This is an optimization exercise on Yosys and OpenROAD, whose aim is small area, not a production implementation.
In this exercise RTL edits were held to simulation tests only and were not proved equivalent to the original.
Power figures rest on the tool's default switching activity, not on a simulated workload.

==> flow/design.v <==
module rx_descrambler (
	input  wire         clk,
	input  wire         rst_n,
	input  wire [2:0]   gen,
	input  wire         turn_off,
	input  wire [7:0]   rx_valid,
	input  wire [7:0]   rx_start_block,
	input  wire [23:0]  rx_status,
	input  wire [15:0]  rx_sync_header,
	input  wire [255:0] rx_data,
	input  wire [31:0]  rx_datak,
	output wire [7:0]   out_valid,
	output wire [15:0]  out_sync_header,
	output wire [255:0] out_data,
	output wire [31:0]  out_datak
);
	localparam [22:0] SEQ12 = 23'h0017ff;
	localparam [183:0] SEQ3 = {23'h58ea9c, 23'h27a1a0, 23'h7f4b3c, 23'h0f6d40, 23'h70267c, 23'h3c718c, 23'h4c57f0, 23'h14bd6c};
	reg started;
	always @(posedge clk or negedge rst_n)
		if (!rst_n) started <= 1'b0;
		else started <= 1'b1;
	wire mA = (gen == 3'd1);
	wire mB = (gen == 3'd2);
	wire mC = (gen == 3'd3);
	wire mD = (gen == 3'd4) | (gen == 3'd5);
	wire m12 = mA | mB;
	wire mAD = mA | mD;
	wire den0 = mA | mB | mC | mD;
	wire den1 = mB | mC;
	wire nden0 = ~den0;
	wire nden1 = ~den1;
	wire nden23 = ~mC;
	wire nm12 = ~m12;
	wire gto = m12 & ~turn_off;
	wire ngA = ~(m12 & (~started | turn_off));
	wire gB = ~m12 & ~started;
	genvar i;
	generate
		for (i = 0; i < 8; i = i + 1) begin : lane
			reg [22:0] sq_n;	 
			reg [5:0] hq;
			reg df_q, ef_q, de_q;	 
			wire [22:0] sn_n;
			wire [5:0] hq_n;
			wire df_n, ef_n, de_n;
			always @(posedge clk)
				sq_n <= sn_n;
			always @(posedge clk or negedge rst_n)
				if (!rst_n) begin
					hq <= 6'h00;
					df_q <= 1'b0;
					ef_q <= 1'b0;
					de_q <= 1'b0;
				end else begin
					hq <= hq_n;
					df_q <= df_n;
					ef_q <= ef_n;
					de_q <= de_n;
				end
			rx_lane #(.SEQ3(SEQ3[23*i +: 23]), .SEQ12(SEQ12)) u (
				.started(started), .nstarted(~started), .turn_off(turn_off),
				.mA(mA), .mB(mB), .mC(mC), .mD(mD), .m12(m12), .mAD(mAD), .den0(den0), .den1(den1), .nden0(nden0), .nden1(nden1), .nden23(nden23), .nm12(nm12), .gto(gto), .ngA(ngA), .gB(gB),
				.rx_valid(rx_valid[i]), .rx_start_block(rx_start_block[i]),
				.rx_status(rx_status[3*i +: 3]), .rx_sync_header(rx_sync_header[2*i +: 2]),
				.rx_data(rx_data[32*i +: 32]), .rx_datak(rx_datak[4*i +: 4]),
				.sq_n(sq_n), .hq(hq), .df_q(df_q), .ef_q(ef_q), .de_q(de_q),
				.sn_n(sn_n), .hq_n(hq_n), .df_n(df_n), .ef_n(ef_n), .de_n(de_n),
				.out_valid(out_valid[i]), .out_sync_header(out_sync_header[2*i +: 2]),
				.out_data(out_data[32*i +: 32]), .out_datak(out_datak[4*i +: 4]));
		end
	endgenerate
endmodule
module rx_lane #(parameter [22:0] SEQ3 = 23'h0, parameter [22:0] SEQ12 = 23'h0) (
	input  wire        started, nstarted,
	input  wire        turn_off,
	input  wire        mA, mB, mC, mD, m12, nm12, mAD, den0, den1, nden0, nden1, nden23, gto, ngA, gB,
	input  wire        rx_valid,
	input  wire        rx_start_block,
	input  wire [2:0]  rx_status,
	input  wire [1:0]  rx_sync_header,
	input  wire [31:0] rx_data,
	input  wire [3:0]  rx_datak,
	input  wire [22:0] sq_n,
	input  wire [5:0]  hq,
	input  wire        df_q, ef_q, de_q,
	output wire [22:0] sn_n,
	output wire [5:0]  hq_n,
	output wire        df_n, ef_n, de_n,
	output wire        out_valid,
	output wire [1:0]  out_sync_header,
	output wire [31:0] out_data,
	output wire [3:0]  out_datak
);
	wire z, nz, nzm, nzn;
	wire en0, en1, en2, en3, hs0, hs1, nhs0, nhs1;
	lane_ctl ctl(.mB(mB), .mC(mC), .nmC(nden23), .m12(m12), .nm12(nm12), .den0(den0), .den1(den1), .gto(gto), .ngA(ngA), .gB(gB),
		.rx_valid(rx_valid), .rx_start_block(rx_start_block), .rx_status(rx_status), .rx_sync_header(rx_sync_header),
		.rx_data(rx_data), .rx_datak(rx_datak), .df_q(df_q), .ef_q(ef_q), .de_q(de_q), .hf_n(hp[9:7]),
		.df_n(df_n), .ef_n(ef_n), .de_n(de_n), .z(z), .nz(nz), .nzm(nzm), .nzn(nzn),
		.en0(en0), .en1(en1), .en2(en2), .en3(en3), .hs0(hs0), .hs1(hs1), .nhs0(nhs0), .nhs1(nhs1),
		.out_valid(out_valid), .out_sync_header(out_sync_header), .out_datak(out_datak));
	wire [22:0] s;
	genvar j;
	generate
		for (j = 0; j < 23; j = j + 1) begin : gate
			localparam B3 = SEQ3[j];
			localparam B12 = (j < 16) ? SEQ12[j] : SEQ3[j];
			if (B3 == 1'b0 && B12 == 1'b0) begin : s00
				c_nor2 g(.a(sq_n[j]), .b(z), .y(s[j]));
			end else if (B3 == 1'b1 && B12 == 1'b1) begin : s11
				c_nand2 g(.a(sq_n[j]), .b(nz), .y(s[j]));
			end else if (B12 == 1'b1) begin : s10
				c_o21ai g(.a1(sq_n[j]), .a2(z), .b1(nzm), .y(s[j]));
			end else begin : s01
				c_o21ai g(.a1(sq_n[j]), .a2(z), .b1(nzn), .y(s[j]));
			end
		end
	endgenerate
	wire [54:0] o;	 
	wire [31:0] p;	 
	assign o[22:0] = s;
	assign p[15:0] = s[15:0];
	kstream ks(.s(s), .o(o[54:23]), .p(p[31:16]));
	generate
		for (j = 0; j < 8; j = j + 1) begin : nlo
			c_a222oi g(.a1(o[32+j]), .a2(mC), .b1(s[8+j]), .b2(mAD), .c1(p[16+j]), .c2(mB), .y(sn_n[j]));
		end
		for (j = 8; j < 16; j = j + 1) begin : nmid
			wire y1, n1;
			c_a222oi g1(.a1(o[32+j]), .a2(mC), .b1((j < 15) ? s[j+8] : o[23]), .b2(mD), .c1(p[16+j]), .c2(mB), .y(y1));
			c_nand2 g2(.a(p[8+j]), .b(mA), .y(n1));
			c_and2 g3(.a(y1), .b(n1), .y(sn_n[j]));
		end
		for (j = 16; j < 23; j = j + 1) begin : nhi
			c_a222oi g(.a1(o[32+j]), .a2(mC), .b1(o[j+8]), .b2(mD), .c1(hp[j-16]), .c2(m12), .y(sn_n[j]));
		end
	endgenerate
	wire [15:0] h, hp;
	generate
		for (j = 0; j < 7; j = j + 1) begin : hs
			c_nor2 g(.a(sq_n[16+j]), .b(nstarted), .y(h[j]));
		end
	endgenerate
	assign h[9:7] = {de_q, ef_q, df_q};
	assign h[15:10] = hq;
	assign hq_n = hp[15:10];
	hold_byte b0(.d(rx_data[7:0]), .o(o[7:0]), .h(h[7:0]), .hs(hs0), .nhs(nhs0), .en(en0), .nden(nden0), .h_n(hp[7:0]), .out(out_data[7:0]));
	hold_byte b1(.d(rx_data[15:8]), .o(o[15:8]), .h(h[15:8]), .hs(hs1), .nhs(nhs1), .en(en1), .nden(nden1), .h_n(hp[15:8]), .out(out_data[15:8]));
	key_byte b2(.d(rx_data[23:16]), .o(o[23:16]), .en(en2), .nden(nden23), .out(out_data[23:16]));
	key_byte b3(.d(rx_data[31:24]), .o(o[31:24]), .en(en3), .nden(nden23), .out(out_data[31:24]));
endmodule
module hold_byte (input wire [7:0] d, input wire [7:0] o, input wire [7:0] h, input wire hs, input wire nhs, input wire en, input wire nden,
	output wire [7:0] h_n, output wire [7:0] out);
	genvar j;
	generate
		for (j = 0; j < 8; j = j + 1) begin : b
			wire ken, x;
			c_a22o g1(.a1(h[j]), .a2(hs), .b1(o[j]), .b2(nhs), .y(h_n[j]));
			c_nand2 g2(.a(h_n[j]), .b(en), .y(ken));
			c_xor2 g3(.a(d[j]), .b(ken), .y(x));
			c_nor2 g4(.a(x), .b(nden), .y(out[j]));
		end
	endgenerate
endmodule
module key_byte (input wire [7:0] d, input wire [7:0] o, input wire en, input wire nden, output wire [7:0] out);
	genvar j;
	generate
		for (j = 0; j < 8; j = j + 1) begin : b
			wire ken, x;
			c_nand2 g1(.a(o[j]), .b(en), .y(ken));
			c_xor2 g2(.a(d[j]), .b(ken), .y(x));
			c_nor2 g3(.a(x), .b(nden), .y(out[j]));
		end
	endgenerate
endmodule
module lane_ctl (
	input  wire        mB, mC, nmC, m12, nm12, den0, den1,
	input  wire        gto,	 
	input  wire        ngA,	 
	input  wire        gB,	 
	input  wire        rx_valid,
	input  wire        rx_start_block,
	input  wire [2:0]  rx_status,
	input  wire [1:0]  rx_sync_header,
	input  wire [31:0] rx_data,
	input  wire [3:0]  rx_datak,
	input  wire        df_q, ef_q, de_q,
	input  wire [2:0]  hf_n,	 
	output wire        df_n, ef_n, de_n,
	output wire        z, nz, nzm, nzn,
	output wire        en0, en1, en2, en3,
	output wire        hs0, hs1, nhs0, nhs1,
	output wire        out_valid,
	output wire [1:0]  out_sync_header,
	output wire [3:0]  out_datak
);
	wire com0, skp0, com1, skp1;
	wire [3:0] nt1, nt2, zr;
	det5 u0(.d(rx_data[7:0]), .com(com0), .skp(skp0), .nt1(nt1[0]), .nt2(nt2[0]), .zr(zr[0]));
	det5 u1(.d(rx_data[15:8]), .com(com1), .skp(skp1), .nt1(nt1[1]), .nt2(nt2[1]), .zr(zr[1]));
	det3 u2(.d(rx_data[23:16]), .nt1(nt1[2]), .nt2(nt2[2]), .zr(zr[2]));
	det3 u3(.d(rx_data[31:24]), .nt1(nt1[3]), .nt2(nt2[3]), .zr(zr[3]));
	wire sv;
	c_and2 gsh1(.a(rx_start_block), .b(rx_sync_header[1]), .y(out_sync_header[1]));
	c_and2 gsh0(.a(rx_start_block), .b(rx_sync_header[0]), .y(out_sync_header[0]));
	c_nor2 gv0(.a(rx_status[0]), .b(rx_status[1]), .y(sv));
	c_and3b gv1(.an(rx_status[2]), .b(sv), .c(rx_valid), .y(out_valid));
	c_and2 gk0(.a(rx_datak[0]), .b(den0), .y(out_datak[0]));
	c_and2 gk1(.a(rx_datak[1]), .b(den1), .y(out_datak[1]));
	c_and2 gk2(.a(rx_datak[2]), .b(mC), .y(out_datak[2]));
	c_and2 gk3(.a(rx_datak[3]), .b(mC), .y(out_datak[3]));
	c_and2 ghs0(.a(gto), .b(skp0), .y(hs0));
	c_nand2 gns0(.a(gto), .b(skp0), .y(nhs0));
	c_and2 ghs1(.a(gto), .b(skp1), .y(hs1));
	c_nand2 gns1(.a(gto), .b(skp1), .y(nhs1));
	wire nOs, isOs, sh01, isData, isIn;
	c_nand3b gos(.an(rx_sync_header[0]), .b(rx_start_block), .c(rx_sync_header[1]), .y(nOs));
	c_inv gosi(.a(nOs), .y(isOs));
	c_and3b gd1(.an(rx_sync_header[1]), .b(rx_start_block), .c(rx_sync_header[0]), .y(sh01));
	c_o21a gd2(.a1(df_q), .a2(sh01), .b1(nOs), .y(isData));	 
	c_nor2 gin(.a(isOs), .b(isData), .y(isIn));
	wire v1, v2, w1, w2, any1, any2, x1, x2, nall1, nall2, wz, eie, n12;
	c_nand3 ga1(.a(nt1[1]), .b(nt1[2]), .c(nt1[3]), .y(v1));
	c_nand2 ga2(.a(mC), .b(v1), .y(w1));
	c_nand2 ga3(.a(nt1[0]), .b(w1), .y(any1));
	c_nand3 gb1(.a(nt2[1]), .b(nt2[2]), .c(nt2[3]), .y(v2));
	c_nand2 gb2(.a(mC), .b(v2), .y(w2));
	c_nand2 gb3(.a(nt2[0]), .b(w2), .y(any2));
	c_or4 gc1(.a(nt1[0]), .b(nt1[1]), .c(nt1[2]), .d(nt1[3]), .y(x1));
	c_or2 gc2(.a(x1), .b(nmC), .y(nall1));
	c_or4 gc3(.a(nt2[0]), .b(nt2[1]), .c(nt2[2]), .d(nt2[3]), .y(x2));
	c_or2 gc4(.a(x2), .b(nmC), .y(nall2));
	c_or3 ge1(.a(zr[1]), .b(zr[2]), .c(zr[3]), .y(wz));
	c_a21o ge2(.a1(mC), .a2(wz), .b1(zr[0]), .y(eie));
	c_nor2 ge4(.a(any1), .b(any2), .y(n12));
	wire a1m, a2m, ide, dd, keepm, de3, ef3;
	c_and3 gm1(.a(isOs), .b(any1), .c(nm12), .y(a1m));
	c_and4b gm2(.an(any1), .b(isOs), .c(any2), .d(nm12), .y(a2m));
	c_and2 gm3(.a(isIn), .b(de_q), .y(ide));
	c_o21a gm4(.a1(isData), .a2(ide), .b1(nm12), .y(keepm));
	wire [3:0] de;
	genvar j;
	generate
		for (j = 0; j < 4; j = j + 1) begin : gde
			c_a221o g(.a1(a1m), .a2(nt1[j]), .b1(a2m), .b2(nt2[j]), .c1(keepm), .y(de[j]));
		end
	endgenerate
	c_a221o gde3(.a1(a1m), .a2(nall1), .b1(a2m), .b2(nall2), .c1(keepm), .y(de3));
	c_a32o gef(.a1(isOs), .a2(n12), .a3(eie), .b1(isIn), .b2(ef_q), .y(ef3));
	wire nk0, nk1, c0, c1;
	c_inv gnk0(.a(rx_datak[0]), .y(nk0));
	c_inv gnk1(.a(rx_datak[1]), .y(nk1));
	c_a21o gc0(.a1(gto), .a2(nk0), .b1(keepm), .y(c0));
	c_a21o gc1x(.a1(gto), .a2(nk1), .b1(keepm), .y(c1));
	c_a221o gen0(.a1(a1m), .a2(nt1[0]), .b1(a2m), .b2(nt2[0]), .c1(c0), .y(en0));
	c_a221o gen1(.a1(a1m), .a2(nt1[1]), .b1(a2m), .b2(nt2[1]), .c1(c1), .y(en1));
	assign en2 = de[2];
	assign en3 = de[3];
	c_a22o gf0(.a1(m12), .a2(hf_n[0]), .b1(nm12), .b2(isData), .y(df_n));
	c_a22o gf1(.a1(m12), .a2(hf_n[1]), .b1(nm12), .b2(ef3), .y(ef_n));
	c_a21o gf2(.a1(m12), .a2(hf_n[2]), .b1(de3), .y(de_n));
	wire n1, n2;
	c_nand2 gz1(.a(m12), .b(com0), .y(n1));
	c_nand2 gz2(.a(mB), .b(com1), .y(n2));
	c_and3 gz3(.a(n1), .b(n2), .c(ngA), .y(nzm));
	c_a31oi gz4(.a1(nm12), .a2(isIn), .a3(ef_q), .b1(gB), .y(nzn));
	c_nand2 gz5(.a(nzm), .b(nzn), .y(z));
	c_and2 gz6(.a(nzm), .b(nzn), .y(nz));
endmodule
module det5 (input wire [7:0] d, output wire com, output wire skp, output wire nt1, output wire nt2, output wire zr);
	assign com = (d == 8'hBC);
	assign skp = (d == 8'h1C);
	assign nt1 = (d != 8'h1E);
	assign nt2 = (d != 8'h2D);
	assign zr = (d == 8'h00);
endmodule
module det3 (input wire [7:0] d, output wire nt1, output wire nt2, output wire zr);
	assign nt1 = (d != 8'h1E);
	assign nt2 = (d != 8'h2D);
	assign zr = (d == 8'h00);
endmodule
module kstream (input wire [22:0] s, output wire [54:23] o, output wire [31:16] p);
	wire [156:0] x;
	c_xor2 g0 (.a(s[0]), .b(s[5]), .y(x[0]));
	c_xor2 g1 (.a(s[1]), .b(s[6]), .y(x[1]));
	c_xor2 g2 (.a(s[7]), .b(s[8]), .y(x[2]));
	c_xor2 g3 (.a(s[9]), .b(s[21]), .y(x[3]));
	c_xor2 g4 (.a(s[11]), .b(x[0]), .y(x[4]));
	c_xor2 g5 (.a(s[10]), .b(s[22]), .y(x[5]));
	c_xor2 g6 (.a(s[12]), .b(x[1]), .y(x[6]));
	c_xor2 g7 (.a(s[3]), .b(s[15]), .y(x[7]));
	c_xor2 g8 (.a(s[14]), .b(x[3]), .y(x[8]));
	c_xor2 g9 (.a(s[13]), .b(s[17]), .y(x[9]));
	c_xor2 g10 (.a(s[18]), .b(x[2]), .y(x[10]));
	c_xor2 g11 (.a(s[4]), .b(s[14]), .y(x[11]));
	c_xor2 g12 (.a(s[15]), .b(s[19]), .y(x[12]));
	c_xor2 g13 (.a(s[2]), .b(s[7]), .y(x[13]));
	c_xor2 g14 (.a(s[8]), .b(s[11]), .y(x[14]));
	c_xor2 g15 (.a(x[4]), .b(x[5]), .y(x[15]));
	c_xor2 g16 (.a(s[16]), .b(x[0]), .y(x[16]));
	c_xor2 g17 (.a(s[4]), .b(s[5]), .y(x[17]));
	c_xor2 g18 (.a(s[2]), .b(s[8]), .y(x[18]));
	c_xor2 g19 (.a(s[7]), .b(s[12]), .y(x[19]));
	c_xor2 g20 (.a(s[12]), .b(s[13]), .y(x[20]));
	c_xor2 g21 (.a(s[2]), .b(x[8]), .y(x[21]));
	c_xor2 g22 (.a(s[22]), .b(x[6]), .y(x[22]));
	c_xor2 g23 (.a(x[5]), .b(x[7]), .y(x[23]));
	c_xor2 g24 (.a(s[1]), .b(x[13]), .y(x[24]));
	c_xor2 g25 (.a(s[20]), .b(s[21]), .y(x[25]));
	c_xor2 g26 (.a(s[3]), .b(x[4]), .y(x[26]));
	c_xor2 g27 (.a(s[17]), .b(x[1]), .y(x[27]));
	c_xor2 g28 (.a(s[0]), .b(x[6]), .y(x[28]));
	c_xor2 g29 (.a(s[10]), .b(x[10]), .y(x[29]));
	c_xor2 g30 (.a(s[22]), .b(x[27]), .y(x[30]));
	c_xor2 g31 (.a(s[4]), .b(s[13]), .y(x[31]));
	c_xor2 g32 (.a(s[3]), .b(x[18]), .y(x[32]));
	c_xor2 g33 (.a(s[14]), .b(x[9]), .y(x[33]));
	c_xor2 g34 (.a(s[6]), .b(s[18]), .y(x[34]));
	c_xor2 g35 (.a(s[3]), .b(x[0]), .y(x[35]));
	c_xor2 g36 (.a(s[9]), .b(s[11]), .y(x[36]));
	c_xor2 g37 (.a(s[20]), .b(x[15]), .y(x[37]));
	c_xor2 g38 (.a(s[16]), .b(x[9]), .y(x[38]));
	c_xor2 g39 (.a(x[7]), .b(x[11]), .y(x[39]));
	c_xor2 g40 (.a(s[6]), .b(s[20]), .y(x[40]));
	c_xor2 g41 (.a(x[10]), .b(x[12]), .y(x[41]));
	c_xor2 g42 (.a(x[10]), .b(x[26]), .y(x[42]));
	c_xor2 g43 (.a(x[3]), .b(x[5]), .y(x[43]));
	c_xor2 g44 (.a(s[0]), .b(s[13]), .y(x[44]));
	c_xor2 g45 (.a(s[5]), .b(s[10]), .y(x[45]));
	c_xor2 g46 (.a(s[19]), .b(s[20]), .y(x[46]));
	c_xor2 g47 (.a(s[9]), .b(x[20]), .y(x[47]));
	c_xor2 g48 (.a(s[6]), .b(x[2]), .y(x[48]));
	c_xor2 g49 (.a(s[5]), .b(x[14]), .y(x[49]));
	c_xor2 g50 (.a(x[16]), .b(x[29]), .y(x[50]));
	c_xor2 g51 (.a(x[8]), .b(x[19]), .y(x[51]));
	c_xor2 g52 (.a(x[12]), .b(x[17]), .y(x[52]));
	c_xor2 g53 (.a(s[10]), .b(x[19]), .y(x[53]));
	c_xor2 g54 (.a(s[9]), .b(x[30]), .y(x[54]));
	c_xor2 g55 (.a(s[21]), .b(x[18]), .y(x[55]));
	c_xor2 g56 (.a(s[22]), .b(x[2]), .y(x[56]));
	c_xor2 g57 (.a(x[6]), .b(x[25]), .y(x[57]));
	c_xor2 g58 (.a(x[7]), .b(x[28]), .y(x[58]));
	c_xor2 g59 (.a(s[15]), .b(x[16]), .y(x[59]));
	c_xor2 g60 (.a(x[8]), .b(x[44]), .y(x[60]));
	c_xor2 g61 (.a(x[12]), .b(x[15]), .y(x[61]));
	c_xor2 g62 (.a(x[43]), .b(x[59]), .y(x[62]));
	c_xor2 g63 (.a(x[34]), .b(x[39]), .y(x[63]));
	c_xor2 g64 (.a(s[13]), .b(x[24]), .y(x[64]));
	c_xor2 g65 (.a(x[11]), .b(x[37]), .y(x[65]));
	c_xor2 g66 (.a(x[33]), .b(x[42]), .y(x[66]));
	c_xor2 g67 (.a(s[16]), .b(x[52]), .y(x[67]));
	c_xor2 g68 (.a(x[22]), .b(x[42]), .y(x[68]));
	c_xor2 g69 (.a(x[22]), .b(x[41]), .y(x[69]));
	c_xor2 g70 (.a(x[21]), .b(x[28]), .y(x[70]));
	c_xor2 g71 (.a(x[7]), .b(x[17]), .y(x[71]));
	c_xor2 g72 (.a(x[1]), .b(x[11]), .y(x[72]));
	c_xor2 g73 (.a(x[40]), .b(x[49]), .y(x[73]));
	c_xor2 g74 (.a(s[17]), .b(x[34]), .y(x[74]));
	c_xor2 g75 (.a(x[4]), .b(x[21]), .y(x[75]));
	c_xor2 g76 (.a(x[31]), .b(x[56]), .y(x[76]));
	c_xor2 g77 (.a(x[3]), .b(x[68]), .y(x[77]));
	c_xor2 g78 (.a(s[19]), .b(x[54]), .y(x[78]));
	c_xor2 g79 (.a(s[1]), .b(x[8]), .y(x[79]));
	c_xor2 g80 (.a(s[18]), .b(x[37]), .y(x[80]));
	c_xor2 g81 (.a(s[9]), .b(x[45]), .y(x[81]));
	c_xor2 g82 (.a(s[19]), .b(x[1]), .y(x[82]));
	c_xor2 g83 (.a(s[6]), .b(x[36]), .y(x[83]));
	c_xor2 g84 (.a(s[9]), .b(x[71]), .y(x[84]));
	c_xor2 g85 (.a(s[4]), .b(x[24]), .y(x[85]));
	c_xor2 g86 (.a(s[1]), .b(s[15]), .y(x[86]));
	c_xor2 g87 (.a(x[1]), .b(x[17]), .y(x[87]));
	c_xor2 g88 (.a(x[14]), .b(x[20]), .y(x[88]));
	c_xor2 g89 (.a(x[25]), .b(x[44]), .y(x[89]));
	c_xor2 g90 (.a(s[7]), .b(x[60]), .y(x[90]));
	c_xor2 g91 (.a(x[48]), .b(x[89]), .y(x[91]));
	c_xor2 g92 (.a(x[32]), .b(x[45]), .y(x[92]));
	c_xor2 g93 (.a(x[85]), .b(x[87]), .y(x[93]));
	c_xor2 g94 (.a(x[23]), .b(x[46]), .y(x[94]));
	c_xor2 g95 (.a(x[51]), .b(x[74]), .y(x[95]));
	c_xor2 g96 (.a(x[51]), .b(x[80]), .y(x[96]));
	c_xor2 g97 (.a(x[2]), .b(x[43]), .y(x[97]));
	c_xor2 g98 (.a(s[2]), .b(x[65]), .y(x[98]));
	c_xor2 g99 (.a(s[4]), .b(x[35]), .y(x[99]));
	c_xor2 g100 (.a(s[13]), .b(s[15]), .y(x[100]));
	c_xor2 g101 (.a(x[23]), .b(x[57]), .y(x[101]));
	c_xor2 g102 (.a(s[3]), .b(x[54]), .y(x[102]));
	c_xor2 g103 (.a(x[9]), .b(x[24]), .y(x[103]));
	c_xor2 g104 (.a(x[3]), .b(x[50]), .y(x[104]));
	c_xor2 g105 (.a(x[16]), .b(x[55]), .y(x[105]));
	c_xor2 g106 (.a(x[31]), .b(x[69]), .y(x[106]));
	c_xor2 g107 (.a(x[14]), .b(x[58]), .y(x[107]));
	c_xor2 g108 (.a(x[11]), .b(x[26]), .y(x[108]));
	c_xor2 g109 (.a(s[11]), .b(x[97]), .y(x[109]));
	c_xor2 g110 (.a(x[4]), .b(x[39]), .y(x[110]));
	c_xor2 g111 (.a(x[4]), .b(x[76]), .y(x[111]));
	c_xor2 g112 (.a(s[11]), .b(x[53]), .y(x[112]));
	c_xor2 g113 (.a(x[90]), .b(x[94]), .y(x[113]));
	c_xor2 g114 (.a(x[9]), .b(x[82]), .y(x[114]));
	c_xor2 g115 (.a(x[13]), .b(x[84]), .y(x[115]));
	c_xor2 g116 (.a(s[9]), .b(x[2]), .y(x[116]));
	c_xor2 g117 (.a(s[2]), .b(x[6]), .y(x[117]));
	c_xor2 g118 (.a(s[16]), .b(x[47]), .y(x[118]));
	c_xor2 g119 (.a(s[18]), .b(x[108]), .y(x[119]));
	c_xor2 g120 (.a(x[38]), .b(x[117]), .y(x[120]));
	c_xor2 g121 (.a(s[16]), .b(x[77]), .y(x[121]));
	c_xor2 g122 (.a(s[14]), .b(x[47]), .y(x[122]));
	c_xor2 g123 (.a(x[32]), .b(x[72]), .y(x[123]));
	c_xor2 g124 (.a(s[16]), .b(x[96]), .y(x[124]));
	c_xor2 g125 (.a(x[15]), .b(x[55]), .y(x[125]));
	c_xor2 g126 (.a(s[13]), .b(x[41]), .y(x[126]));
	c_xor2 g127 (.a(x[49]), .b(x[78]), .y(x[127]));
	c_xor2 g128 (.a(x[53]), .b(x[67]), .y(x[128]));
	c_xor2 g129 (.a(s[3]), .b(x[48]), .y(x[129]));
	c_xor2 g130 (.a(x[46]), .b(x[75]), .y(x[130]));
	c_xor2 g131 (.a(s[10]), .b(s[14]), .y(x[131]));
	c_xor2 g132 (.a(s[10]), .b(x[83]), .y(x[132]));
	c_xor2 g133 (.a(x[85]), .b(x[118]), .y(x[133]));
	c_xor2 g134 (.a(s[12]), .b(x[104]), .y(x[134]));
	c_xor2 g135 (.a(x[61]), .b(x[120]), .y(x[135]));
	c_xor2 g136 (.a(x[35]), .b(x[64]), .y(x[136]));
	c_xor2 g137 (.a(x[5]), .b(x[126]), .y(x[137]));
	c_xor2 g138 (.a(x[21]), .b(x[106]), .y(x[138]));
	c_xor2 g139 (.a(s[21]), .b(x[50]), .y(x[139]));
	c_xor2 g140 (.a(x[86]), .b(x[98]), .y(x[140]));
	c_xor2 g141 (.a(x[57]), .b(x[66]), .y(x[141]));
	c_xor2 g142 (.a(x[109]), .b(x[114]), .y(x[142]));
	c_xor2 g143 (.a(s[21]), .b(x[119]), .y(x[143]));
	c_xor2 g144 (.a(x[100]), .b(x[131]), .y(x[144]));
	c_xor2 g145 (.a(x[36]), .b(x[63]), .y(x[145]));
	c_xor2 g146 (.a(x[23]), .b(x[103]), .y(x[146]));
	c_xor2 g147 (.a(x[40]), .b(x[134]), .y(x[147]));
	c_xor2 g148 (.a(x[22]), .b(x[52]), .y(x[148]));
	c_xor2 g149 (.a(s[16]), .b(x[70]), .y(x[149]));
	c_xor2 g150 (.a(x[56]), .b(x[79]), .y(x[150]));
	c_xor2 g151 (.a(s[8]), .b(x[81]), .y(x[151]));
	c_xor2 g152 (.a(x[33]), .b(x[92]), .y(x[152]));
	c_xor2 g153 (.a(s[4]), .b(x[116]), .y(x[153]));
	c_xor2 g154 (.a(s[4]), .b(x[139]), .y(x[154]));
	c_xor2 g155 (.a(x[38]), .b(x[73]), .y(x[155]));
	c_xor2 g156 (.a(x[27]), .b(x[125]), .y(x[156]));
	assign o[23] = x[105];
	assign o[24] = x[102];
	assign o[25] = x[154];
	assign o[26] = x[127];
	assign o[27] = x[147];
	assign o[28] = x[142];
	assign o[29] = x[124];
	assign o[30] = x[135];
	assign o[31] = x[141];
	assign o[32] = x[138];
	assign o[33] = x[113];
	assign o[34] = x[140];
	assign o[35] = x[107];
	assign o[36] = x[133];
	assign o[37] = x[152];
	assign o[38] = x[145];
	assign o[39] = x[128];
	assign o[40] = x[155];
	assign o[41] = x[95];
	assign o[42] = x[137];
	assign o[43] = x[130];
	assign o[44] = x[101];
	assign o[45] = x[111];
	assign o[46] = x[149];
	assign o[47] = x[146];
	assign o[48] = x[143];
	assign o[49] = x[148];
	assign o[50] = x[91];
	assign o[51] = x[150];
	assign o[52] = x[62];
	assign o[53] = x[156];
	assign o[54] = x[121];
	assign p[16] = x[99];
	assign p[17] = x[87];
	assign p[18] = x[93];
	assign p[19] = x[129];
	assign p[20] = x[153];
	assign p[21] = x[151];
	assign p[22] = x[132];
	assign p[23] = x[112];
	assign p[24] = x[88];
	assign p[25] = x[122];
	assign p[26] = x[144];
	assign p[27] = x[110];
	assign p[28] = x[58];
	assign p[29] = x[136];
	assign p[30] = x[123];
	assign p[31] = x[115];
endmodule
module c_inv   (input wire a, output wire y); assign y = ~a; endmodule
module c_nand2 (input wire a, input wire b, output wire y); assign y = ~(a & b); endmodule
module c_nor2  (input wire a, input wire b, output wire y); assign y = ~(a | b); endmodule
module c_and2  (input wire a, input wire b, output wire y); assign y = a & b; endmodule
module c_xor2  (input wire a, input wire b, output wire y); assign y = a ^ b; endmodule
module c_xnor2 (input wire a, input wire b, output wire y); assign y = ~(a ^ b); endmodule
module c_a22o  (input wire a1, input wire a2, input wire b1, input wire b2, output wire y); assign y = (a1 & a2) | (b1 & b2); endmodule
module c_or2   (input wire a, input wire b, output wire y); assign y = a | b; endmodule
module c_or3   (input wire a, input wire b, input wire c, output wire y); assign y = a | b | c; endmodule
module c_and3  (input wire a, input wire b, input wire c, output wire y); assign y = a & b & c; endmodule
module c_nand3 (input wire a, input wire b, input wire c, output wire y); assign y = ~(a & b & c); endmodule
module c_and3b (input wire an, input wire b, input wire c, output wire y); assign y = ~an & b & c; endmodule
module c_nand3b (input wire an, input wire b, input wire c, output wire y); assign y = ~(~an & b & c); endmodule
module c_and4b (input wire an, input wire b, input wire c, input wire d, output wire y); assign y = ~an & b & c & d; endmodule
module c_or4   (input wire a, input wire b, input wire c, input wire d, output wire y); assign y = a | b | c | d; endmodule
module c_o21a  (input wire a1, input wire a2, input wire b1, output wire y); assign y = (a1 | a2) & b1; endmodule
module c_a21o  (input wire a1, input wire a2, input wire b1, output wire y); assign y = (a1 & a2) | b1; endmodule
module c_a31oi (input wire a1, input wire a2, input wire a3, input wire b1, output wire y); assign y = ~((a1 & a2 & a3) | b1); endmodule
module c_a32o  (input wire a1, input wire a2, input wire a3, input wire b1, input wire b2, output wire y); assign y = (a1 & a2 & a3) | (b1 & b2); endmodule
module c_a221o (input wire a1, input wire a2, input wire b1, input wire b2, input wire c1, output wire y); assign y = (a1 & a2) | (b1 & b2) | c1; endmodule
module c_mux2i (input wire a0, input wire a1, input wire s, output wire y); assign y = ~(s ? a1 : a0); endmodule
module c_o21ai (input wire a1, input wire a2, input wire b1, output wire y); assign y = ~((a1 | a2) & b1); endmodule
module c_a222oi (input wire a1, input wire a2, input wire b1, input wire b2, input wire c1, input wire c2, output wire y);
	assign y = ~((a1 & a2) | (b1 & b2) | (c1 & c2));
endmodule
==> flow/flow/run.sh <==
#!/bin/bash
# Layout flow: the standard flow (standard.sh, unchanged synthesis and
# steps) with these changes to how the layout is made:
#  - the port buffers that global placement inserts use the smallest buffer
#    cell instead of ORFS's default choice (every port still gets a buffer);
#  - timing-driven global placement does not keep the buffers its trial
#    repairs insert (later repair steps still fix slew, load and timing);
#  - clock tree synthesis inserts no dummy load cells.
set -euo pipefail
export BUFFER_PORTS_ARGS="-buffer_cell sky130_fd_sc_hd__buf_1"
export GPL_KEEP_OVERFLOW=0
export CTS_ARGS="-sink_clustering_enable -repair_clock_nets -buf_list sky130_fd_sc_hd__clkbuf_8 -sink_clustering_size 16 -sink_clustering_max_diameter 60 -dont_use_dummy_load"
bash standard.sh finish > flow_make.log 2>&1
==> flow/standard.sh <==
#!/bin/bash
# synth_recipe.tcl (not shown) runs the flow's synth.tcl, then flattens the netlist and writes it again
# the make line also repeats each setting of config.mk as NAME=value (left out here)
make -C /OpenROAD-flow-scripts/flow DESIGN_CONFIG=/design/flow/config.mk WORK_HOME=/design/flow/orfs CLKGATE_MAP_FILE= SYNTH_SCRIPT=/design/flow/synth_recipe.tcl "${@:-finish}"
==> flow/config.mk <==
export PLATFORM = sky130hd
export DESIGN_NAME = rx_descrambler
export DESIGN_NICKNAME = rx_descrambler
export VERILOG_FILES = /design/flow/design.v
export SDC_FILE = /design/flow/constraint.sdc
export NUM_CORES = 4
export LEC_CHECK = 0
export CAP_MARGIN = 20
export CORE_MARGIN = 2
export CORE_UTILIZATION = 40
export CTS_BUF_LIST = sky130_fd_sc_hd__clkbuf_4
export SLEW_MARGIN = 20
export SYNTH_HIERARCHICAL = 1
export SYNTH_MINIMUM_KEEP_SIZE = 0
==> flow/constraint.sdc <==
create_clock -name core_clock -period 12.0 [get_ports {clk}]
set_input_delay 2.4000 -clock core_clock [delete_from_list [all_inputs] [get_ports {clk}]]
set_output_delay 2.4000 -clock core_clock [all_outputs]
set_load 0.01 [all_outputs]
==> summary.md, run 1 <==
- **gp weighted congestion** 1.01
- **Num Clock Sinks** 257
- **sequential area share after synthesis** 16.6%
- **Highest Clock Rate** 88.6 MHz
- **share of the cycle needed by the critical path after routing** 94.0%
- **async set or reset register ratio after synthesis** 28.4%
- **Clk Tree Root Cell** sky130_fd_sc_hd__clkbuf_8
- **standard cell with the maximum stage delay on the critical path** sky130_fd_sc_hd__buf_1
- **number of buffers inserted by port buffering** 661
- **endpoint required time on the critical path** 9600 ps
- **startpoint of the worst-slack reg-to-reg timing path** started
- **CTS tree** done
- **area of the mapped netlist** 33,200 µm²
- **number of CTS-inserted buffers** 40
- **router iterations before antenna repair** 14
- **antenna violations before repair** 7
- **DRC violations left** 0
- **worst-case vdd ir drop** 0.120 mV
- **Core Footprint** 82,100 µm²
- **routed wire length per instance** 23.3 µm
- **share of post-route cells with drive strength above 1** 3.28%
- **Initial Utilization** 40.4%
- **drt initial violations** 4,125
- **maximum number of pins on one net before global-route repair** 69
- **Setup CP Type** in -> out
- **Final Power** 0.0116 W
- **dpl hpwl** 101 mm
- **setup repair after global routing missed its margin** false
- **final worst clock skew** 62.5 ps
- **library cells used by synthesis** 44
- **clock transition at the registers of the reported paths** 40 ps
- **Synth warnings** 7
- **area occupied by multi-input gates** 24,700 µm²
- **final WL** 129 mm
- **max-slew violation count** 0
- **number of global-route vias before repair** 30,300
- **cell breakdown of the critical path** buf_1 -> nor2b_4 -> buf_12 -> inv_4 -> nor2_4 -> buf_12 -> buf_12 -> buf_12 -> nand2_1 -> and3_1 -> nand2_1 -> o21ai_1 -> xor2_2 -> xor2_1 -> xor2_1 -> xor2_1 -> xor2_1 -> xor2_1 -> xor2_1 -> nand2_1 -> xor2_1 -> nor2_1 -> buf_1
- **number of H-tree levels** 2
- **via-per-instance ratio** 5.77
- **Worst Setup End Kind** output pin
- **DP Cell Count** 5,503
- **# fillers** 8,522
- **outcome** timing/DRC/antenna clean
- **area added between synthesis and finish** 7.49%
- **area used by sequential logic in the layout** 5510 µm²
- **number of failing setup endpoints in the final timing report** 0
- **Final Non-Filler Cells** 5,551
- **Die ar.** 85,200 µm²
- **post-route worst hold slack** 512 ps
- **Cells on Worst Hold Path** 1
- **antenna violation net count after detailed routing** 0
- **length in cells of the worst reg-to-reg path** 16
- **# IOs** 662
- **synthesized area per cell** 8.06 µm²
- **static leakage** 15.1 nW
- **utilization of the core after routing** 43.4%
- **net total in the final layout** 4,829
- **transition time at the pin with the least slew margin** 1180 ps
- **power density cells** 326 nW/µm²
- **DIE WIDTH** 292 µm
- **end of the worst register-to-register path** lane[6].sq_n[22]
- **total gr overflow** 0
- **final count of hold timing violations** 0
- **critical-path maximum fanout** 32
- **setup_tns** 0 ps
- **standard-cell rows** 105
- **largest stage delay on the critical path** 590 ps
- **via count** 32,000
- **critical hold path startpoint** lane[4].hq[1]
- **post-route minimum period** 11,290 ps
- **end point of the most critical hold path** lane[4].hq[1]
- **setup slack of the worst register-to-register path** 5870 ps
- **Max-slew headroom** 20.6%
- **Worst Hold Class** reg -> reg
- **later-pin clock latency in the skew report** 640 ps
- **Top cell by count, worst path** sky130_fd_sc_hd__xor2_1
- **number of enable flip-flop cells after synthesis** 0
- **most instantiated flip-flop cell in the synthesis netlist** sky130_fd_sc_hd__dfxtp_1
- **net count after synthesis** 4,464
- **hold-fix buffers at CTS** 0
- **global-route usage over all layers** 28.5%
- **Gate Count Post-Synth** 4,114
- **total of max-cap violations** 0
- **overall die height** 292 µm
- **first-pass GRT wire length** 190 mm
- **Critical Path Source Type** primary input
- **CTS max path bufs** 3
- **endpoint arrival time on the critical path** 8890 ps
- **flip-flop and latch count after synthesis** 257
[area by class of cell]
| cell class | instances | share of cell area (%) |
|---|---|---|
| Inverter | 43 | 0.467 |
| Timing Repair Buffer | 710 | 9.45 |
| Sequential cell | 257 | 15.5 |
| Clock buffer | 40 | 1.54 |
| Antenna cell | 4 | 0.0281 |
| Multi-Input combinational cell | 3427 | 69.3 |
| Tap cell | 1070 | 3.76 |
[routing by layer]
layer	track usage (%)	vias to the layer above	routed length (µm)
met5	0	-	27
met4	10.0	4	4780
met3	4.31	252	11100
met2	46.1	1732	58500
met1	38.4	15500	54800
li1	-	14500	-
[modules after synthesis, one instance, submodules excluded, a selection]
module	flops+latches	times used	area [µm²]	cells inside
c_nand3	0	16	5.00	1
c_nand3b	0	8	7.51	1
c_o21ai	0	70	5.00	1
c_or4	0	16	7.51	1
c_a31oi	0	8	6.26	1
c_and4b	0	8	10.0	1
rx_descrambler	257	1	5670	282
c_or2	0	16	6.26	1
c_nand2	0	466	3.75	1
det3	0	16	53.8	8
c_xor2	0	1512	8.76	1
c_a32o	0	8	10.0	1
c_a21o	0	32	7.51	1
c_inv	0	24	3.75	1
kstream	0	8	360	48
c_a222oi	0	184	10.0	1
[metrics by stage]
stage,cell area [µm²],worst slack (ps)
floorplan,33200,706
global placement,34100,-4180
detailed placement,35000,247
CTS,35600,236
global route,35600,342
finish,35600,714
[timing repair]
item	in CTS	in global routing
endpoints found under the hold margin	0	0
setup buffers	0	3
resized for setup	0	1
endpoints found under the setup margin	0	3
[critical path, delay by kind of cell]
kind / cells / cell delay (ps)
xor gates and xnor gates: 8 / 2360
and+or+nand+nor: 7 / 1840
buffers and inverters: 7 / 1720
AOI/OAI and AO/OA: 1 / 480
[state kept, by name (all words and copies together), names as in the netlist]
| signal | flops |
|---|---|
| lane.sq_n | 184 |
| lane.hq | 48 |
| lane.de_q | 8 |
| lane.df_q | 8 |
| lane.ef_q | 8 |
| started | 1 |
[power breakdown]
part           switching [W]  internal [W]
Clock               0.000364      0.000293
Combinational        0.00615       0.00346
Sequential          0.000143       0.00121
[cells by family (layout without fill, tap and decap cells)]
kind of cell	after synthesis	count (layout)	synth area share, %
xor+xnor	1514	1514	40.0
flops	257	257	16.6
buf+inv	430	793	9.25
simple gates	1406	1406	20.9
other cells	1	5	0.0113
compound gates	506	506	13.2
[cell usage after synthesis, drive strengths merged, types with 2 or more instances]
cell	n	share of area, %
nand4	32	0.60
nor3	34	0.53
nand2	468	5.3
a221o	40	1.2
a32o	8	0.24
nor4b	16	0.42
and2	161	3.0
a31oi	8	0.15
nor2	429	4.9
nor4bb	16	0.48
o21a	16	0.36
a222oi	184	5.6
a21o	33	0.75
nor4	16	0.60
and4b	8	0.24
inv	43	0.49
and3	32	0.60
nor2b	17	0.34
a22o	144	3.8
nand3b	8	0.18
nand3	48	0.72
nand4bb	16	0.54
dfxtp	184	11
and3b	16	0.42
or4	48	1.3
dfrtp	73	5.5
buf	387	8.8
or3	24	0.45
a21oi	2	0.030
o21ai	70	1.1
xor2	1513	40
or2	16	0.30
[cell usage in the layout, fill, tap and decap left out, types with 41 or more instances in the layout]
cell,instances
sky130_fd_sc_hd__a222oi_1,184
sky130_fd_sc_hd__a22o_1,144
sky130_fd_sc_hd__and2_1,160
sky130_fd_sc_hd__buf_1,660
sky130_fd_sc_hd__dfrtp_1,73
sky130_fd_sc_hd__dfxtp_1,184
sky130_fd_sc_hd__inv_1,41
sky130_fd_sc_hd__nand2_1,466
sky130_fd_sc_hd__nand3_1,48
sky130_fd_sc_hd__nor2_1,423
sky130_fd_sc_hd__o21ai_1,65
sky130_fd_sc_hd__xor2_1,1511
[worst max path at each step]
stage,start,end,depth (start not counted)
floorplan,gen[2],out_data[157],19
global placement,gen[1],out_data[251],18
global route,gen[1],out_data[253],23
detailed placement,gen[1],out_data[251],22
finish,gen[1],out_data[251],23
CTS,gen[1],out_data[251],22
==> run 2: changes to the inputs <==
--- a/flow/flow/run.sh
+++ b/flow/flow/run.sh
@@ -7,3 +7,4 @@
 #    repairs insert (later repair steps still fix slew, load and timing);
-#  - clock tree synthesis inserts no dummy load cells.
+#  - clock tree synthesis inserts no dummy load cells;
+#  - after global routing, gates with timing slack are downsized (RECOVER_POWER).
 set -euo pipefail
@@ -11,2 +12,3 @@
 export GPL_KEEP_OVERFLOW=0
+export RECOVER_POWER=100
 export CTS_ARGS="-sink_clustering_enable -repair_clock_nets -buf_list sky130_fd_sc_hd__clkbuf_8 -sink_clustering_size 16 -sink_clustering_max_diameter 60 -dont_use_dummy_load"
==> run 2 against run 1 <==
  * The layout now fails its checks (max-capacitance violations, max-slew violations)
  * Synthesized cell count did not move
  * Clock-buffer cell count is the same
  * Maximum frequency fell by 1.6%
  * Routed wire length barely moved
  * Setup slack got worse by 180 ps
  * Combinational power is essentially flat
  * Via count down 0.68%
  * Core utilization is 0.19 points lower
  * Area after synthesis stayed put
  * Critical path depth unchanged
==> summary.md, run 2 <==
- **Largest Register** lane.sq_n
- **number of H-tree levels** 2
- **leading cell type in the layout, fill and taps excluded** sky130_fd_sc_hd__xor2_1
- **Die ar.** 85,200 µm²
- **violated checks** max-capacitance violations, max-slew violations
- **first element of the critical path** gen[1]
- **top post-synthesis cells by area** sky130_fd_sc_hd__xor2_1, sky130_fd_sc_hd__dfxtp_1, sky130_fd_sc_hd__buf_4
- **Worst Setup Slack post-DPL** 247 ps
- **length in cells of the worst reg-to-reg path** 16
- **CP Buf/Inv Count** 7
- **Largest regs** lane.sq_n x184, lane.hq x48
- **later-pin clock latency in the skew report** 650 ps
- **share of the cycle needed by the critical path after routing** 95.6%
- **Worst Setup End Kind** output pin
- **fin area** 35,500 µm²
- **final count of hold timing violations** 0
- **Synth warnings** 7
- **first-pass GRT wire length** 190 mm
- **number of buffers inserted by port buffering** 661
- **CTS tree** done
- **end of the worst register-to-register path** lane[4].sq_n[11]
- **flip-flop and latch count after synthesis** 257
- **Core Footprint** 82,100 µm²
- **post-route minimum period** 11,470 ps
- **share of Yosys cell area claimed by the top area cell type** 39.9%
- **via count** 31,800
- **power density cells** 327 nW/µm²
- **synthesized area per cell** 8.06 µm²
- **kind of cell adding the most delay to the critical path** XOR/XNOR gates
- **cell breakdown of the critical path** clkbuf_1 -> nor2b_1 -> buf_12 -> inv_4 -> nor2_4 -> buf_12 -> buf_12 -> buf_12 -> nand2_1 -> and3_1 -> nand2_1 -> o21ai_0 -> xor2_2 -> xor2_1 -> xor2_1 -> xor2_1 -> xor2_1 -> xor2_1 -> xor2_1 -> nand2_1 -> xor2_1 -> nor2_1 -> buf_1
- **net total in the final layout** 4,829
- **number of enable flip-flop cells after synthesis** 0
- **global-route usage over all layers** 28.5%
- **# IOs** 662
- **leading cell types by count after synthesis** sky130_fd_sc_hd__xor2_1, sky130_fd_sc_hd__nand2_1, sky130_fd_sc_hd__nor2_1
- **end point of the most critical hold path** lane[4].hq[1]
- **Setup CP Type** in -> out
- **largest stage delay on the critical path** 660 ps
- **post-placement cell area** 35,000 µm²
- **async set or reset register ratio after synthesis** 28.4%
- **endpoint arrival time on the critical path** 9070 ps
- **Critical Path Source Type** primary input
- **hold-fix buffers at CTS** 0
- **area of the mapped netlist** 33,200 µm²
- **library cells used by synthesis** 44
- **net count after synthesis** 4,464
- **Initial Utilization** 40.4%
- **outcome** complete, but fails checks
- **Final Non-Filler Cells** 5,551
- **drt initial violations** 4,105
- **final worst clock skew** 65.9 ps
- **total gr overflow** 0
- **DIE WIDTH** 292 µm
- **number of flip-flops in the largest register** 184
- **Top cell by count, worst path** sky130_fd_sc_hd__xor2_1
- **routed wire length per instance** 23.3 µm
- **area leader, netlist** sky130_fd_sc_hd__xor2_1
- **dpl hpwl** 101 mm
- **post-route worst hold slack** 513 ps
- **CTS max path bufs** 3
- **number of global-route vias before repair** 30,300
- **Highest Clock Rate** 87.2 MHz
- **max-slew violation count** 313
- **router iterations before antenna repair** 12
- **critical hold path startpoint** lane[4].hq[1]
- **transition time at the pin with the least slew margin** 2870 ps
- **overall die height** 292 µm
- **number of failing setup endpoints in the final timing report** 0
- **static leakage** 15.0 nW
- **DRC violations left** 0
- **share of post-route cells with drive strength above 1** 2.93%
- **gp weighted congestion** 1.01
- **most frequent cells in the layout** sky130_fd_sc_hd__xor2_1, sky130_fd_sc_hd__buf_1, sky130_fd_sc_hd__nand2_1, sky130_fd_sc_hd__nor2_1
- **total of max-cap violations** 30
- **most common cell in the netlist** sky130_fd_sc_hd__xor2_1
- **startpoint of the worst-slack reg-to-reg timing path** started
- **setup repair after global routing missed its margin** false
- **critical-path maximum fanout** 32
- **clock transition at the registers of the reported paths** 40 ps
- **final WL** 129 mm
- **number of CTS-inserted buffers** 40
- **Worst Hold Class** reg -> reg
- **DP Cell Count** 5,503
- **area added between synthesis and finish** 7.01%
- **worst-case vdd ir drop** 0.119 mV
- **endpoint required time on the critical path** 9600 ps
- **setup slack of the worst register-to-register path** 5340 ps
- **sequential area share after synthesis** 16.6%
- **antenna violation net count after detailed routing** 0
- **Clk Tree Root Cell** sky130_fd_sc_hd__clkbuf_8
- **maximum number of pins on one net before global-route repair** 69
- **Cells on Worst Hold Path** 1
- **Num Clock Sinks** 257
- **via-per-instance ratio** 5.73
- **final setup slack of the worst path** 532 ps
- **Max-slew headroom** -91.4%
- **antenna violations before repair** 7
- **standard-cell rows** 105
- **most instantiated flip-flop cell in the synthesis netlist** sky130_fd_sc_hd__dfxtp_1
- **Gate Count Post-Synth** 4,114
- **setup_tns** 0 ps
- **standard cell with the maximum stage delay on the critical path** sky130_fd_sc_hd__xor2_2
-- run 2: cell counts after synthesis --
Identical to the previous run, type by type.
-- run 2: metal layers --
metal	routed length, µm	track usage, %	vias to the layer above
met5	27	0	-
met3	10700	4.31	220
li1	-	-	14500
met2	58800	46.1	1639
met1	55200	38.4	15400
met4	4490	10.0	4
-- run 2: stage by stage --
stage,power (W),util (%)
2_1_floorplan,0.0122,-
5_1_grt,0.0123,43.2
3_3_place_gp,0.0107,41.5
4_1_cts,0.0114,43.3
6_report,0.0116,43.2
3_5_place_dp,0.0107,42.7
-- run 2: kinds of logic after synthesis --
kind of cell              share of synthesized area [%]
xor gates and xnor gates                           40.0
and+or+nand+nor                                    20.9
AOI/OAI and AO/OA                                  13.2
buffers and inverters                              9.25
other                                            0.0113
DFF                                                16.6
-- run 2: worst max path at each step --
stage	endpoint	slack, ps	depth (start not counted)
after floorplan	out_data[157]	710	19
after global placement	out_data[251]	-4180	18
after detailed placement	out_data[251]	250	22
after CTS	out_data[251]	240	22
after global routing	out_data[251]	280	23
final	out_data[251]	530	23
-- run 2: cell type report --
type | count | area [µm²]
antenna | 4 | 10.0
timing repair buffer | 710 | 3270
sequential | 257 | 5510
multi-input combinational | 3427 | 24600
clock buffer | 40 | 551
inverter | 43 | 166
fill | 8548 | 46600
tap | 1070 | 1340
-- run 2: what timing repair did --
action                     in CTS  in global routing
setup endpoints to repair       0                  3
hold endpoints to repair        0                  0
setup buffers                   0                  3
gates resized for setup         0                  1
-- run 2: modules after synthesis, one instance, submodules excluded, a selection --
module    cells  area, µm²  flops+latches  copies in the design
c_a21o        1       7.51              0                    32
c_a221o       1       10.0              0                    40
c_a222oi      1       10.0              0                   184
c_a31oi       1       6.26              0                     8
c_a32o        1       10.0              0                     8
c_nand2       1       3.75              0                   466
c_nand3       1       5.00              0                    16
c_nor2        1       3.75              0                   376
c_o21a        1       7.51              0                    16
c_o21ai       1       5.00              0                    70
c_or3         1       6.26              0                     8
c_or4         1       7.51              0                    16
c_xor2        1       8.76              0                  1512
det3          8       53.8              0                    16
kstream      48        360              0                     8
-- run 2: power by group --
part,switching (W),internal [W],total [W]
combinational,0.00616,0.00345,0.00960
clock,0.000366,0.000293,0.000659
sequential,0.000138,0.00121,0.00135
==> run 3: changes to the inputs <==
==> flow/flow/run.sh (replaced) <==
#!/bin/bash
# Layout flow: the standard flow (standard.sh, unchanged synthesis and
# steps) with these changes to how the layout is made:
#  - the port buffers that global placement inserts use the smallest buffer
#    cell instead of ORFS's default choice (every port still gets a buffer);
#  - timing-driven global placement does not keep the buffers its trial
#    repairs insert (later repair steps still fix slew, load and timing);
#  - clock tree synthesis inserts no dummy load cells.
set -euo pipefail
export BUFFER_PORTS_ARGS="-buffer_cell sky130_fd_sc_hd__buf_1"
export GPL_KEEP_OVERFLOW=0
export CTS_ARGS="-sink_clustering_enable -repair_clock_nets -buf_list sky130_fd_sc_hd__clkbuf_4 -dont_use_dummy_load"
bash standard.sh finish > flow_make.log 2>&1
--- a/flow/config.mk
+++ b/flow/config.mk
@@ -7,3 +7,3 @@
 export LEC_CHECK = 0
-export CAP_MARGIN = 20
+export CAP_MARGIN = 5
 export CORE_MARGIN = 2
@@ -11,3 +11,3 @@
 export CTS_BUF_LIST = sky130_fd_sc_hd__clkbuf_4
-export SLEW_MARGIN = 20
+export SLEW_MARGIN = 5
 export SYNTH_HIERARCHICAL = 1
==> run 3 against run 2 <==
  * Now clean on timing, DRC and antenna
  * Synthesized cell count unchanged
  * Core utilization decreased by 0.093 points
  * First-iteration DRC count is 5.3% lower
  * Critical path depth is 2 lower
  * Register-to-register slack improved by 780 ps
  * Critical path type unchanged
  * Critical endpoint unchanged
==> summary.md, run 3 <==
- **Max-slew headroom** 8.97%
- **Gate Count Post-Synth** 4,114
- **Post-CTS Setup Inserts** 0
- **Post-Synth XOR/XNOR Area** 40.0%
- **Synth warnings** 7
- **Clk Tree Root Cell** sky130_fd_sc_hd__clkbuf_4
- **async set or reset register ratio after synthesis** 28.4%
- **clock transition at the registers of the reported paths** 60 ps
- **flip-flop and latch count after synthesis** 257
- **number of H-tree levels** 3
- **fin area** 35,400 µm²
- **leading cell types by count after synthesis** sky130_fd_sc_hd__xor2_1, sky130_fd_sc_hd__nand2_1, sky130_fd_sc_hd__nor2_1
- **cell breakdown of the critical path** buf_1 -> nor2b_4 -> inv_4 -> nor2_4 -> buf_12 -> buf_12 -> nand2_1 -> and3_1 -> nand2_1 -> o21ai_1 -> xor2_1 -> xor2_1 -> xor2_1 -> xor2_1 -> xor2_1 -> xor2_1 -> xor2_1 -> nand2_1 -> xor2_1 -> nor2_1 -> buf_1
- **via count** 32,100
- **area added between synthesis and finish** 6.78%
- **synthesized-area fraction occupied by ao, oa, aoi and oai cells** 13.2%
- **number of global-route vias before repair** 30,800
- **power density cells** 329 nW/µm²
- **most frequent cells in the layout** sky130_fd_sc_hd__xor2_1, sky130_fd_sc_hd__buf_1, sky130_fd_sc_hd__nand2_1, sky130_fd_sc_hd__nor2_1
- **post-route minimum period** 11,740 ps
- **Setup CP Type** in -> out
- **Num Clock Sinks** 257
- **synthesized area per cell** 8.06 µm²
- **CTS tree** done
- **sequential area share after synthesis** 16.6%
- **DRC violations left** 0
- **post-synthesis adder-cell area fraction** 0%
- **endpoint required time on the critical path** 9600 ps
- **drt initial violations** 3,887
- **post-placement cell area** 34,800 µm²
- **share of the cycle needed by the critical path after routing** 97.8%
- **Top cell by count, worst path** sky130_fd_sc_hd__xor2_1
- **total of max-cap violations** 0
- **area of the mapped netlist** 33,200 µm²
- **utilization of the core after routing** 43.1%
- **DIE WIDTH** 292 µm
- **fraction of the mapped netlist area in simple logic gates** 20.9%
- **Critical Path Source Type** primary input
- **dpl hpwl** 101 mm
- **power spent charging and discharging nets** 0.00667 W
- **setup repair after global routing missed its margin** false
- **max-slew violation count** 0
- **total gr overflow** 0
- **setup slack of the worst register-to-register path** 6120 ps
- **global-route usage over all layers** 28.8%
- **antenna violations before repair** 6
- **largest stage delay on the critical path** 760 ps
- **most instantiated flip-flop cell in the synthesis netlist** sky130_fd_sc_hd__dfxtp_1
- **logic gate share of total power** 82.4%
- **standard-cell rows** 105
- **# fillers** 8,542
- **library cells used by synthesis** 44
- **Initial Utilization** 40.4%
- **top post-synthesis cells by area** sky130_fd_sc_hd__xor2_1, sky130_fd_sc_hd__dfxtp_1, sky130_fd_sc_hd__buf_4
- **number of buffers inserted by port buffering** 661
- **number of CTS-inserted buffers** 82
- **most common cell in the netlist** sky130_fd_sc_hd__xor2_1
- **share of Yosys cell area claimed by the top area cell type** 39.9%
- **Highest Clock Rate** 85.2 MHz
- **Largest regs** lane.sq_n x184, lane.hq x48
- **hold-fix buffers at CTS** 0
- **Worst Hold Class** reg -> reg
- **final WL** 130 mm
- **setup_tns** 0 ps
- **critical-path maximum fanout** 36
- **net total in the final layout** 4,857
- **Largest Register** lane.sq_n
- **mux share of post-synthesis cell area** 0%
- **transition time at the pin with the least slew margin** 1360 ps
- **area leader, netlist** sky130_fd_sc_hd__xor2_1
- **static leakage** 15.0 nW
- **outcome** timing/DRC/antenna clean
- **combinational family with the most area after synthesis** XOR/XNOR gates
- **internal power component** 0.00497 W
- **routed wire length per instance** 23.2 µm
- **overall die height** 292 µm
- **worst-case vdd ir drop** 0.111 mV
- **Final Power** 0.0116 W
- **share of total power in the clock network** 6.0%
- **Sw Ratio** 57.3%
- **Worst Setup End Kind** output pin
- **via-per-instance ratio** 5.75
- **maximum number of pins on one net before global-route repair** 80
- **leading cell type in the layout, fill and taps excluded** sky130_fd_sc_hd__xor2_1
- **final count of hold timing violations** 0
- **endpoint arrival time on the critical path** 9340 ps
- **number of failing setup endpoints in the final timing report** 0
- **kind of cell adding the most delay to the critical path** XOR/XNOR gates
- **final worst clock skew** 115 ps
- **number of flip-flops in the largest register** 184
- **gp weighted congestion** 1.01
- **standard cell with the maximum stage delay on the critical path** sky130_fd_sc_hd__xor2_1
- **first-pass GRT wire length** 192 mm
- **later-pin clock latency in the skew report** 830 ps
- **share of post-route cells with drive strength above 1** 3.71%
- **Flop pwr share** 11.6%
- **router iterations before antenna repair** 13
- **Die ar.** 85,200 µm²
- **antenna violation net count after detailed routing** 0
- **post-route worst hold slack** 509 ps
- **Core Footprint** 82,100 µm²
- **CTS max path bufs** 3
- **CP Buf/Inv Count** 5
- **number of enable flip-flop cells after synthesis** 0
- **net count after synthesis** 4,464
- **# IOs** 662
## run 3: cell counts after synthesis
Identical to the previous run, type by type.
## run 3: area by class of cell
| cell class | instances | area (µm²) | share of cell area (%) |
|---|---|---|---|
| multi-input combinational | 3428 | 24700 | 69.7 |
| sequential | 257 | 5510 | 15.6 |
| timing repair buffer | 695 | 3090 | 8.72 |
| tap | 1070 | 1340 | 3.78 |
| clock buffer | 82 | 616 | 1.74 |
| inverter | 43 | 164 | 0.463 |
| antenna | 10 | 25.0 | 0.0707 |
## run 3: path summary, 6_finish.rpt
| check | startpoint | to | cells after the start |
|---|---|---|---|
| max | gen[1] | out_data[251] | 21 |
| min | lane[2].hq[1] | lane[2].hq[1] | 1 |
| max reg2reg | started | lane[6].sq_n[22] | 14 |
| min reg2reg | lane[2].hq[1] | lane[2].hq[1] | 1 |
| max in group asynchronous | rst_n | lane[2].df_q | 2 |
| min in group asynchronous | rst_n | lane[0].df_q | 1 |
## run 3: repair_timing
action,4_1_cts,5_1_grt
setup endpoints to repair,0,5
resized for setup,0,0
endpoints found under the hold margin,0,0
## run 3: power groups by stage
stage | sequential, W | combinational, W | clock, W
floorplan | 0.00131 | 0.0109 | 0
global placement | 0.00138 | 0.00933 | 0
detailed placement | 0.00136 | 0.00928 | 0
CTS | 0.00135 | 0.00936 | 0.000726
global route | 0.00138 | 0.0102 | 0.000766
finish | 0.00135 | 0.00959 | 0.000698
## run 3: cells by family after synthesis
logic type             after synthesis
AND/OR/NAND/NOR                   1406
XOR/XNOR                          1514
flip-flops                         257
AO/OA/AOI/OAI                      506
other                                1
buffers and inverters              430
## run 3: per-module statistics from Yosys (local to each module, per instance), a selection
module / flip-flops and latches / area, µm² / times used
rx_descrambler: 257 / 5670 / 1
det5: 0 / 80.1 / 16
det3: 0 / 53.8 / 16
c_a221o: 0 / 10.0 / 40
c_and4b: 0 / 10.0 / 8
c_a22o: 0 / 8.76 / 144
c_xor2: 0 / 8.76 / 1512
c_or4: 0 / 7.51 / 16
c_nand3b: 0 / 7.51 / 8
c_or2: 0 / 6.26 / 16
c_a31oi: 0 / 6.26 / 8
c_nand3: 0 / 5.00 / 16
c_nor2: 0 / 3.75 / 376
c_nand2: 0 / 3.75 / 466
## run 3: metrics by stage
step                      setup WS (ps)  std cells
final                               264       5585
after CTS                           192       5574
after global placement            -4180       5458
after floorplan                     706       4114
after detailed placement            199       5492
after global routing               52.6       5577
## run 3: metal layers
layer	routed length [µm]	share of wire, %	track usage [%]
met1	54800	42	38.0
met2	59100	46	46.6
met3	11300	8.7	5.23
met4	4510	3.5	11.0
met5	51	0.039	0
==> run 4: changes to the inputs <==
--- a/flow/config.mk
+++ b/flow/config.mk
@@ -7,3 +7,3 @@
 export LEC_CHECK = 0
-export CAP_MARGIN = 5
+export CAP_MARGIN = 20
 export CORE_MARGIN = 2
@@ -11,3 +11,3 @@
 export CTS_BUF_LIST = sky130_fd_sc_hd__clkbuf_4
-export SLEW_MARGIN = 5
+export SLEW_MARGIN = 20
 export SYNTH_HIERARCHICAL = 1
==> run 4 against run 3 <==
  * Die area unchanged
  * Global-route usage down 0.12 points
  * Total power up 0.27%
  * Core utilization up 0.38 points
  * Final cell count up 0.16%
  * Clock-buffer cell count unchanged
  * Sequential cell count unchanged
  * Register-to-register slack worse by 180 ps
  * Critical endpoint is now out_data[253]
  * Largest cell class unchanged
==> summary.md, run 4 <==
- **number of enable flip-flop cells after synthesis** 0
- **synthesized area per cell** 8.06 µm²
- **post-route minimum period** 11,290 ps
- **final worst clock skew** 144 ps
- **Sw Ratio** 57.3%
- **end of the worst register-to-register path** lane[6].sq_n[22]
- **Cells on Worst Hold Path** 1
- **cell breakdown of the critical path** buf_1 -> nor2b_4 -> buf_12 -> inv_4 -> nor2_4 -> buf_12 -> buf_12 -> buf_12 -> nand2_1 -> and3_1 -> nand2_1 -> o21ai_1 -> xor2_1 -> xor2_1 -> xor2_1 -> xor2_1 -> xor2_1 -> xor2_1 -> xor2_1 -> nand2_1 -> xor2_1 -> nor2_1 -> buf_1
- **final WL** 130 mm
- **Critical Path Source Type** primary input
- **Flop pwr share** 11.6%
- **leading cell types by count after synthesis** sky130_fd_sc_hd__xor2_1, sky130_fd_sc_hd__nand2_1, sky130_fd_sc_hd__nor2_1
- **Final Power** 0.0117 W
- **library cells used by synthesis** 44
- **critical-path maximum fanout** 32
- **number of CTS-inserted buffers** 82
- **routed wire length per instance** 23.2 µm
- **largest stage delay on the critical path** 590 ps
- **setup repair after global routing missed its margin** false
- **first-pass GRT wire length** 191 mm
- **post-placement cell area** 35,000 µm²
- **CP Buf/Inv Count** 7
- **setup slack of the worst register-to-register path** 5940 ps
- **dpl hpwl** 101 mm
- **total gr overflow** 0
- **Worst Hold Class** reg -> reg
- **power spent charging and discharging nets** 0.00669 W
- **share of the cycle needed by the critical path after routing** 94.1%
- **maximum number of pins on one net before global-route repair** 69
- **# IOs** 662
- **async set or reset register ratio after synthesis** 28.4%
- **Die ar.** 85,200 µm²
- **via count** 32,200
- **area added between synthesis and finish** 7.72%
- **fin area** 35,700 µm²
- **logic gate share of total power** 82.3%
- **final count of hold timing violations** 0
- **via-per-instance ratio** 5.75
- **sequential area share after synthesis** 16.6%
- **DRC violations left** 0
- **DIE WIDTH** 292 µm
- **number of failing setup endpoints in the final timing report** 0
- **share of total power in the clock network** 6.0%
- **transition time at the pin with the least slew margin** 1200 ps
- **startpoint of the worst-slack reg-to-reg timing path** started
- **outcome** timing/DRC/antenna clean
- **Critical path destination** out_data[253]
- **net total in the final layout** 4,872
- **overall die height** 292 µm
- **number of global-route vias before repair** 30,700
- **top post-synthesis cells by area** sky130_fd_sc_hd__xor2_1, sky130_fd_sc_hd__dfxtp_1, sky130_fd_sc_hd__buf_4
- **area of the mapped netlist** 33,200 µm²
- **number of buffers inserted by port buffering** 661
- **Largest regs** lane.sq_n x184, lane.hq x48
- **logic depth of the worst path, buffers included** 23
- **antenna violation net count after detailed routing** 0
- **Num Clock Sinks** 257
- **Initial Utilization** 40.4%
- **most common cell in the netlist** sky130_fd_sc_hd__xor2_1
- **net count after synthesis** 4,464
- **length in cells of the worst reg-to-reg path** 16
- **CTS tree** done
- **Top cell by count, worst path** sky130_fd_sc_hd__xor2_1
- **Core Footprint** 82,100 µm²
- **static leakage** 15.2 nW
- **Worst Setup End Kind** output pin
- **area leader, netlist** sky130_fd_sc_hd__xor2_1
- **number of flip-flops in the largest register** 184
- **CTS max path bufs** 3
- **first element of the critical path** gen[1]
- **Synth warnings** 7
run 4: cell counts after synthesis:
Identical to the previous run, type by type.
run 4: final cells by class:
cell class	instances	area (µm²)
sequential	257	5510
clock buffer	82	616
timing repair buffer	711	3380
tap	1070	1340
antenna	4	10.0
multi-input combinational	3427	24700
inverter	43	166
fill	8559	46400
run 4: worst min path at each step:
stage	slack, ps	to	startpoint
floorplan	480	lane[0].hq[0]	lane[0].hq[0]
global placement	500	lane[0].hq[0]	lane[0].hq[0]
detailed placement	490	lane[4].hq[5]	lane[4].hq[5]
CTS	510	lane[3].hq[2]	lane[3].hq[2]
global route	520	lane[3].hq[3]	lane[3].hq[3]
finish	510	lane[2].hq[2]	lane[2].hq[2]
run 4: power by group through the flow:
stage | logic (W) | registers, W | clock network [W]
floorplan | 0.0109 | 0.00131 | 0
global placement | 0.00933 | 0.00138 | 0
detailed placement | 0.00929 | 0.00136 | 0
CTS | 0.00937 | 0.00135 | 0.000731
global route | 0.0102 | 0.00138 | 0.000772
finish | 0.00961 | 0.00135 | 0.000705
run 4: timing repair:
action                     in CTS  in global routing
hold buffers                    0                  0
buffers inserted                0                  3
setup endpoints to repair       0                  3
resized for setup               0                  1
run 4: logic make-up after synthesis:
family                    after synthesis  share of synthesized area, %
xor gates and xnor gates             1514                          40.0
other                                   1                        0.0113
DFF                                   257                          16.6
AOI/OAI and AO/OA                     506                          13.2
and+or+nand+nor                      1406                          20.9
buffers and inverters                 430                          9.25
run 4: per-module statistics from Yosys, one instance, submodules excluded, a selection:
module / times used / area [µm²] / cells
rx_descrambler: 1 / 5670 / 282
kstream: 8 / 360 / 48
det5: 16 / 80.1 / 12
c_a221o: 40 / 10.0 / 1
c_and3b: 16 / 8.76 / 1
c_a21o: 32 / 7.51 / 1
c_or4: 16 / 7.51 / 1
c_or3: 8 / 6.26 / 1
c_a31oi: 8 / 6.26 / 1
c_and2: 144 / 6.26 / 1
run 4: stage by stage:
| step | hold slack (ps) | utilization (%) | setup slack (ps) | TNS [ps] | cells |
|---|---|---|---|---|---|
| after global routing | 524 | 43.5 | 353 | 0 | 5592 |
| after detailed placement | 494 | 42.7 | 247 | 0 | 5503 |
| after CTS | 512 | 43.4 | 236 | 0 | 5585 |
| after global placement | 495 | 41.5 | -4180 | -765760 | 5458 |
| final | 508 | 43.5 | 706 | 0 | 5594 |
| after floorplan | 478 | - | 706 | 0 | 4114 |
run 4: layer usage:
layer / GRT usage [%] / share of wire [%] / up-vias
li1: - / - / 14700
met2: 46.1 / 45 / 1747
met4: 11.1 / 3.7 / 4
met1: 38.3 / 42 / 15500
met3: 4.74 / 8.9 / 265
met5: 0 / 0.019 / -

## static timing again, ports no longer ideal
Ports are ideal in the flow. The routed layouts listed here were re-timed in OpenROAD.
Step 1 assumes that a clkbuf_16 drives the clock port and a buf_2 every other input.
Step 2 also shifts input and output timing later by t, the mid clock arrival at the registers, as if the neighbouring blocks saw the same clock.
Three values: ideal ports, drivers, drivers and shift; two values: the first two.
| run | t (ns) | setup slack, ns | worst slew at a driven data input, ns | cell pins on the clock port's net |
|---|---|---|---|---|
| run 1 | 0.669 | 0.714 / 0.684 / 0.684 | 0.13 | 1 |
| run 2 | 0.672 | 0.532 / 0.504 / 0.504 | 0.12 | 1 |
| run 3 | 0.839 | 0.264 / 0.237 / 0.237 | 0.11 | 1 |
| run 4 | 0.832 | 0.706 / 0.676 / 0.676 | 0.13 | 1 |
